Background: an optimization exercise with open tools, aiming at small area, a short achievable clock period and few clock cycles. Do not read the settings as production practice. At most, simulation tests tie the RTL to the original design; equivalence was not proved.

==> flow/design.v (excerpt) <==
module Cordic #(parameter DW=16, AW=4)(
	input                  clk, rst, en,
	output                 done,
	input  signed [DW-1:0] z,
	output signed [DW-1:0] x,y);
	reg signed [15:0] X, Y;
	reg        [15:0] Z;
	reg        [3:0]  hz, lz;    
	reg               px, ny;    
	reg               busy, done_r;
	wire        [15:0] AtanValue;
	AtanROM #(.DW(16)) UUT (.hi(hz), .lo(lz), .AtanValue(AtanValue));
	wire        last  = hz[3] & lz[1];           
	wire        step  = busy & ~last;
	always @ (posedge clk, posedge rst)
		if (rst) begin
			busy   <= 1'b0;
			done_r <= 1'b0;
		end else begin
			busy   <= busy ? ~last : en;
			done_r <= busy & last;
		end
	always @ (posedge clk) begin
		lz <= step ? {lz[2:0], lz[3]} : 4'b0001;
		hz <= step ? (lz[3] ? {hz[2:0], hz[3]} : hz) : 4'b0001;
	end
	function [14:0] shr(input [14:0] a, input [3:0] h1, input [3:0] l1);
		reg [14:0] s;
		begin
			s =   ({15{l1[0]}} & a)
			    | ({15{l1[1]}} & {{1{a[14]}}, a[14:1]})
			    | ({15{l1[2]}} & {{2{a[14]}}, a[14:2]})
			    | ({15{l1[3]}} & {{3{a[14]}}, a[14:3]});
			shr = ({15{h1[0]}} & s)
			    | ({15{h1[1]}} & {{4{s[14]}}, s[14:4]})
			    | ({15{h1[2]}} & {{8{s[14]}}, s[14:8]})
			    | ({15{h1[3]}} & {{12{s[14]}}, s[14:12]});
		end
	endfunction
	function [15:0] add16(input [15:0] a, input [15:0] b, input ci);
		reg [15:0] g, p, gg, pp;
		integer i, k;
		begin
			g = a & b;
			p = a ^ b;
			gg = g; pp = p;
			gg[0] = g[0] | (p[0] & ci);
			for (k = 1; k < 16; k = k * 2)
				for (i = 0; i < 16; i = i + 1)
					if (i & k) begin
  ...
Size in the first run: roughly 1100 cells after synthesis, ~60 flip-flops, ~52 I/O pins, roughly 0.0061 mm^2 of cells after synthesis.
Settings: LEC_CHECK=0, ABC_AREA=1, CAP_MARGIN=20, CORE_MARGIN=2, CORE_UTILIZATION=60, SETUP_SLACK_MARGIN=5, SLEW_MARGIN=20; clock period 8.0 ns.
standard.sh (not shown) runs the stock make flow with config.mk's settings and CLKGATE_MAP_FILE= SYNTH_SCRIPT=/design/flow/synth_recipe.tcl, a recipe that flattens the netlist after the stock synthesis.
==> flow/flow/run.sh <==
#!/bin/bash
# The standard layout with two changes: adders are left to abc as plain
# gates (no full/half adder cells, ADDER_MAP_FILE empty), and the ports are
# buffered by the smallest buffer instead of the delay cell buffer_ports
# picks by default. Synthesis is otherwise the standard one (synth_recipe.tcl:
# no fsm or share pass, flattened, function nets renamed), so the registers
# and their names are the standard synthesis's. The whole output goes to
# flow.log here; each ORFS step also keeps its own log under orfs/logs/.
set -euo pipefail
export ADDER_MAP_FILE=
export BUFFER_PORTS_ARGS="-buffer_cell sky130_fd_sc_hd__buf_1"
bash standard.sh finish > flow.log 2>&1
Testbench counts at the start, summed over its fixed seeds: cycles 48,000.
Rerun with:
--- a/flow/config.mk
+++ b/flow/config.mk
@@ -11 +11,2 @@
-export CORE_UTILIZATION = 60
+export CORE_UTILIZATION = 40
+export CTS_BUF_LIST = sky130_fd_sc_hd__clkbuf_8
- The new run went through all stages and came out clean
- fmax is lower by a few percent
- setup slack is worse by 0.11 ns
- final area is higher slightly
Rerun with:
--- a/flow/config.mk
+++ b/flow/config.mk
@@ -11,2 +11 @@
-export CORE_UTILIZATION = 40
-export CTS_BUF_LIST = sky130_fd_sc_hd__clkbuf_8
+export CORE_UTILIZATION = 60
@@ -14,0 +14 @@
+export TNS_END_PERCENT = 0
What happened: The changed run completed without violations. Clock-buffer cell count rises by 1. Via count came out higher by 0.42%. Setup slack gains 0.026 ns. Synthesized cell count does not change. Sequential share of layout area is higher by 0.20 points.

* * *

Starting RTL as in the previous note.
clock: 8.0 ns
lec_check: 0
abc_area: 1
cap_margin: 20
cell_pad_in_sites_detail_placement: 0
cell_pad_in_sites_global_placement: 0
core_margin: 2
core_utilization: 60
setup_slack_margin: 5
slew_margin: 20
Scripts as last shown in full above: flow/flow/run.sh
The baseline finished clean.
Testbench counts at the start, summed over its fixed seeds: cycles 48,000.
Edit:
==> flow/flow/run.sh (replaced) <==
#!/bin/bash
# The standard layout with three changes:
#  - abc maps for area (flow/abc_area.script: "map -a" instead of "map"),
#    through a copy of ORFS's scripts folder that differs only in that file;
#  - adders are left to abc as plain gates (ADDER_MAP_FILE empty);
#  - the ports are buffered by the smallest buffer (buf_1) instead of the
#    delay cell buffer_ports picks by default.
# Synthesis is otherwise the standard one (synth_recipe.tcl: no fsm or share
# pass, flattened, function nets renamed), so the registers and their names
# are the standard synthesis's. The whole output goes to flow.log here; each
# ORFS step also keeps its own log under orfs/logs/.
set -euo pipefail
here=$(pwd)
cp -r "$FLOW_HOME/scripts" "$here/scripts"
cp "$here/flow/abc_area.script" "$here/scripts/abc_area.script"
export SCRIPTS_DIR="$here/scripts"
export ADDER_MAP_FILE=
export BUFFER_PORTS_ARGS="-buffer_cell sky130_fd_sc_hd__buf_1"
bash standard.sh finish > flow.log 2>&1
==> flow/flow/abc_area.script (new file) <==
strash
dch
map -a -B 0.9
topo
stime -c
buffer -c
upsize -c
dnsize -c
CELL_PAD_IN_SITES_DETAIL_PLACEMENT = unset   (was 0)
CELL_PAD_IN_SITES_GLOBAL_PLACEMENT = unset   (was 0)
The new run went through all stages and came out clean.
Count of clock-buffer cells in the layout does not change.
Via count is lower by 4.5%.
Sequential cell count does not change.
Hold slack gets better by 0.013 ns.
Cell count is lower by 16%.
Cell area climbs by 10%.
Worst setup slack gets worse by 0.59 ns.
Non-clock buffer count rises by 84.
Edit:
==> flow/flow/run.sh (replaced) <==
#!/bin/bash
# The standard layout with two changes: adders are left to abc as plain
# gates (no full/half adder cells, ADDER_MAP_FILE empty), and the ports are
# buffered by the smallest buffer instead of the delay cell buffer_ports
# picks by default. Synthesis is otherwise the standard one (synth_recipe.tcl:
# no fsm or share pass, flattened, function nets renamed), so the registers
# and their names are the standard synthesis's. The whole output goes to
# flow.log here; each ORFS step also keeps its own log under orfs/logs/.
set -euo pipefail
export ADDER_MAP_FILE=
export BUFFER_PORTS_ARGS="-buffer_cell sky130_fd_sc_hd__buf_1"
bash standard.sh finish > flow.log 2>&1
ABC_AREA = 0   (was 1)
CORE_UTILIZATION = 40   (was 60)
removed: flow/flow/abc_area.script
Outcome: The changed run finished with timing, DRC and antenna clean. Critical path depth fell by 6. Final area rose by 16%. Via count fell by 3.7%. Setup slack got worse by 0.47 ns. Core utilization fell by 23 points. Final cell count fell by 3.8%. Sequential share of layout area fell by 2.3 points.
Edit:
ABC_AREA = 1   (was 0)
CORE_UTILIZATION = 50   (was 40)
After rerunning: Hold slack gets better by 0.033 ns; global-route usage climbs by 0.20 points; via count climbs by 7.7%; non-clock buffer count drops by 85; wire length drops by about 14%; worst setup slack gets better by 1.0 ns; synthesized area climbs by about 7%; utilization drops by 4.1 points; final area drops by about 20%.

* * *

The RTL this note starts from:
==> flow/design.v <==
module AtanROM #(parameter DW = 16)(
	input         [3:0]    hi,
	input         [3:0]    lo,
	output        [DW-1:0] AtanValue);
	function [15:0] atan(input integer k);    
		case (k)
			0:  atan = 16'h1dac;  1:  atan = 16'h0fae;
			2:  atan = 16'h07f5;  3:  atan = 16'h03ff;
			4:  atan = 16'h0200;  5:  atan = 16'h0100;
			6:  atan = 16'h0080;  7:  atan = 16'h0040;
			8:  atan = 16'h0020;  9:  atan = 16'h0010;
			10: atan = 16'h0008;  11: atan = 16'h0004;
			12: atan = 16'h0002;  default: atan = 16'h0001;
		endcase
	endfunction
	reg [15:0] v;
	integer h, l;
	always @ (*) begin
		v = 16'h0000;
		for (h = 0; h < 4; h = h + 1)
			for (l = 0; l < 4; l = l + 1)
				if (4*h + l < 14)
					v = v | ({16{hi[h] & lo[l]}} & atan(4*h + l));
	end
	assign AtanValue = v;
endmodule
module Cordic #(parameter DW=16, AW=4)(
	input                  clk, rst, en,
	output                 done,
	input  signed [DW-1:0] z,
	output signed [DW-1:0] x,y);
	reg signed [15:0] X, Y;
	reg        [15:0] Z;
	reg        [3:0]  hx, lx;    
	reg        [3:0]  hy, ly;    
	reg        [3:0]  hz, lz;    
	reg               px, py;    
	reg               busy, done_r;
	wire        [15:0] AtanValue;
	AtanROM #(.DW(16)) UUT (.hi(hz), .lo(lz), .AtanValue(AtanValue));
	wire        last  = hz[3] & lz[1];           
	wire        step  = busy & ~last;
	always @ (posedge clk, posedge rst)
		if (rst) begin
			busy   <= 1'b0;
			done_r <= 1'b0;
		end else begin
			busy   <= busy ? ~last : en;
			done_r <= busy & last;
		end
	always @ (posedge clk) begin
		lx <= step ? {lx[2:0], lx[3]} : 4'b0001;
		hx <= step ? (lx[3] ? {hx[2:0], hx[3]} : hx) : 4'b0001;
		ly <= step ? {ly[2:0], ly[3]} : 4'b0001;
		hy <= step ? (ly[3] ? {hy[2:0], hy[3]} : hy) : 4'b0001;
		lz <= step ? {lz[2:0], lz[3]} : 4'b0001;
		hz <= step ? (lz[3] ? {hz[2:0], hz[3]} : hz) : 4'b0001;
	end
	function [14:0] shr(input [14:0] a, input [3:0] h1, input [3:0] l1);
		reg [14:0] s;
		begin
			s =   ({15{l1[0]}} & a)
			    | ({15{l1[1]}} & {{1{a[14]}}, a[14:1]})
			    | ({15{l1[2]}} & {{2{a[14]}}, a[14:2]})
			    | ({15{l1[3]}} & {{3{a[14]}}, a[14:3]});
			shr = ({15{h1[0]}} & s)
			    | ({15{h1[1]}} & {{4{s[14]}}, s[14:4]})
			    | ({15{h1[2]}} & {{8{s[14]}}, s[14:8]})
			    | ({15{h1[3]}} & {{12{s[14]}}, s[14:12]});
		end
	endfunction
	function [15:0] add16(input [15:0] a, input [15:0] b, input ci);
		reg [15:0] g, p, gg, pp;
		integer i, k;
		begin
			g = a & b;
			p = a ^ b;
			gg = g; pp = p;
			gg[0] = g[0] | (p[0] & ci);
			for (k = 1; k < 16; k = k * 2)
				for (i = 0; i < 16; i = i + 1)
					if (i & k) begin
						gg[i] = gg[i] | (pp[i] & gg[(i & ~(k - 1)) - 1]);
						pp[i] = pp[i] & pp[(i & ~(k - 1)) - 1];
					end
			add16 = p ^ {gg[14:0], ci};
		end
	endfunction
	wire               first = hz[0] & lz[0];       
	wire               pz  = ~Z[15];
	wire        [15:0] yc  = Y ^ {16{px}};
	wire        [15:0] xc  = X ^ {16{~py}};
	wire        [14:0] ysh = shr(yc[15:1], hx, lx);
	wire        [14:0] xsh = shr(xc[15:1], hy, ly);
	wire        [15:0] xi  = add16(X, {ysh[14], ysh}, px);
	wire        [15:0] yi  = add16(Y, {xsh[14], xsh}, ~py);
	reg         [15:0] k01;
	always @ (*)
		case ({Z[15], px})
			2'b01:   k01 = 16'h0000 - 16'h3244 - 16'h1dac;
			2'b00:   k01 = 16'h0000 - 16'h3244 + 16'h1dac;
			2'b11:   k01 = 16'h3244 - 16'h1dac;
			default: k01 = 16'h3244 + 16'h1dac;
		endcase
	wire        [15:0] zb  = first ? k01 : AtanValue ^ {16{pz}};
	wire        [15:0] zi  = add16(Z, zb, pz & ~first);
	wire               p1  = z[15] ? ($signed(z) >= -16'sh3244) : ($signed(z) >= 16'sh3244);
	wire        [15:0] zn  = busy ? zi : z;
	always @ (posedge clk) begin
		X  <= busy ? xi : 16'h26dd;
		Y  <= busy ? yi : (z[15] ? 16'hd923 : 16'h26dd);
		Z  <= zn;
		px <= busy ? ~zi[15] : p1;
		py <= busy ? ~zi[15] : p1;
	end
	assign done = done_r;
	assign x = X;
	assign y = Y;
endmodule
export LEC_CHECK = 0
export ABC_AREA = 1
export CAP_MARGIN = 20
export CORE_MARGIN = 2
export CORE_UTILIZATION = 40
export SETUP_SLACK_MARGIN = 4
export SLEW_MARGIN = 20
create_clock -name core_clock -period 8.0 [get_ports {clk}]
==> flow/flow/run.sh <==
#!/bin/bash
# The standard layout with two changes: adders are left to abc as plain
# gates (no full/half adder cells, ADDER_MAP_FILE empty), and the ports are
# buffered by the smallest buffer instead of the delay cell buffer_ports
# picks by default. Synthesis is otherwise the standard one (synth_recipe.tcl:
# no fsm or share pass, flattened, function nets renamed), so the registers
# and their names are the standard synthesis's. The whole output goes to
# flow.log here; each ORFS step also keeps its own log under orfs/logs/.
set -euo pipefail
export ADDER_MAP_FILE=
export BUFFER_PORTS_ARGS="-buffer_cell sky130_fd_sc_hd__buf_1"
bash standard.sh finish > flow.log 2>&1
Edit:
SETUP_SLACK_MARGIN = 5   (was 4)
Result:
- core utilization rose by 0.52 points
- global-route usage does not change
- count of clock-buffer cells in the layout stays the same
Edit:
==> flow/run.sh (new file) <==
#!/bin/bash
# synth_recipe.tcl (not shown) runs the flow's synth.tcl, then flattens the netlist and writes it again
# the make line also repeats each setting of config.mk as NAME=value (left out here)
make -C /OpenROAD-flow-scripts/flow DESIGN_CONFIG=/design/flow/config.mk WORK_HOME=/design/flow/orfs CLKGATE_MAP_FILE= SYNTH_SCRIPT=/design/flow/synth_recipe.tcl finish
SETUP_SLACK_MARGIN = 4   (was 5)
removed: flow/flow/run.sh
removed: flow/standard.sh
=> Routed wire length came out lower by about 7%. Cell count came out lower by 9.2%. Die area came out lower by 2.7%. Fmax came out lower by 20%. Setup slack gets worse by 0.70 ns. Hold slack gets better by 0.0061 ns. Clock-buffer cell count stays the same.
Edit:
==> flow/flow/run.sh (new file) <==
#!/bin/bash
# The standard layout with two changes: adders are left to abc as plain
# gates (no full/half adder cells, ADDER_MAP_FILE empty), and the ports are
# buffered by the smallest buffer instead of the delay cell buffer_ports
# picks by default. Synthesis is otherwise the standard one (synth_recipe.tcl:
# no fsm or share pass, flattened, function nets renamed), so the registers
# and their names are the standard synthesis's. The whole output goes to
# flow.log here; each ORFS step also keeps its own log under orfs/logs/.
set -euo pipefail
export ADDER_MAP_FILE=
export BUFFER_PORTS_ARGS="-buffer_cell sky130_fd_sc_hd__buf_1"
bash standard.sh finish > flow.log 2>&1
==> flow/standard.sh (new file) <==
#!/bin/bash
# synth_recipe.tcl (not shown) runs the flow's synth.tcl, then flattens the netlist and writes it again
# the make line also repeats each setting of config.mk as NAME=value (left out here)
make -C /OpenROAD-flow-scripts/flow DESIGN_CONFIG=/design/flow/config.mk WORK_HOME=/design/flow/orfs CLKGATE_MAP_FILE= SYNTH_SCRIPT=/design/flow/synth_recipe.tcl "${@:-finish}"
SETUP_SLACK_MARGIN = 4.5   (was 4)
removed: flow/run.sh
Effect: The changed run completed with no timing, DRC or antenna violations. Global-route usage barely changes. Fmax went up by 22%.
No run of this note included a check of the RTL's function; only the layout flow was run.

[afterwards: timing with drivers on the ports]
The flow's constraints put no driver on any port. The routed layouts listed below were extracted and timed again, unchanged, in two steps. Step 1 sets driving cells, clkbuf_16 on the clock port and buf_2 on the other inputs (assumed; they add their load-dependent delay and slew). Step 2, shift: input delay + t, output delay - t, t = (earliest + latest rising clock arrival at the registers) / 2. This alone moves slack from input paths to output paths. a / b / c = ideal ports / drivers / drivers and shift; a / b = the first two.
run | shift t [ns] | slack for setup (ns) | slew at the worst register clock pin (ns) | cell pins on the clock port's net
the first run of note 1 | 0.404 | 5.297 / 5.297 / 5.064 | 0.08 / 0.08 | 1
the second run of note 1 | 0.410 | 5.189 / 5.189 / 5.140 | 0.08 / 0.08 | 1
the third run of note 1 | 0.401 | 5.215 / 5.215 / 5.068 | 0.08 / 0.08 | 1
the first run of note 2 | 0.404 | 5.297 / 5.297 / 5.064 | 0.08 / 0.08 | 1
the second run of note 2 | 0.382 | 4.705 / 4.705 / 4.705 | 0.09 / 0.09 | 1
the third run of note 2 | 0.388 | 4.239 / 4.239 / 4.239 | 0.06 / 0.06 | 1
the fourth run of note 2 | 0.384 | 5.279 / 5.279 / 4.984 | 0.06 / 0.06 | 1
the first run of note 3 | 0.395 | 4.726 / 4.726 / 4.726 | 0.07 / 0.07 | 1
the second run of note 3 | 0.397 | 5.117 / 5.137 / 4.740 | 0.07 / 0.07 | 1
the third run of note 3 | 0.385 | 4.417 / 4.417 / 4.417 | 0.07 / 0.07 | 1
the fourth run of note 3 | 0.396 | 5.060 / 5.060 / 4.727 | 0.07 / 0.07 | 1
After both steps every run listed still meets setup and hold. The setup slack of the second run of note 3, which loses most, moves by +0.020 ns with the drivers and by -0.377 ns with both steps.
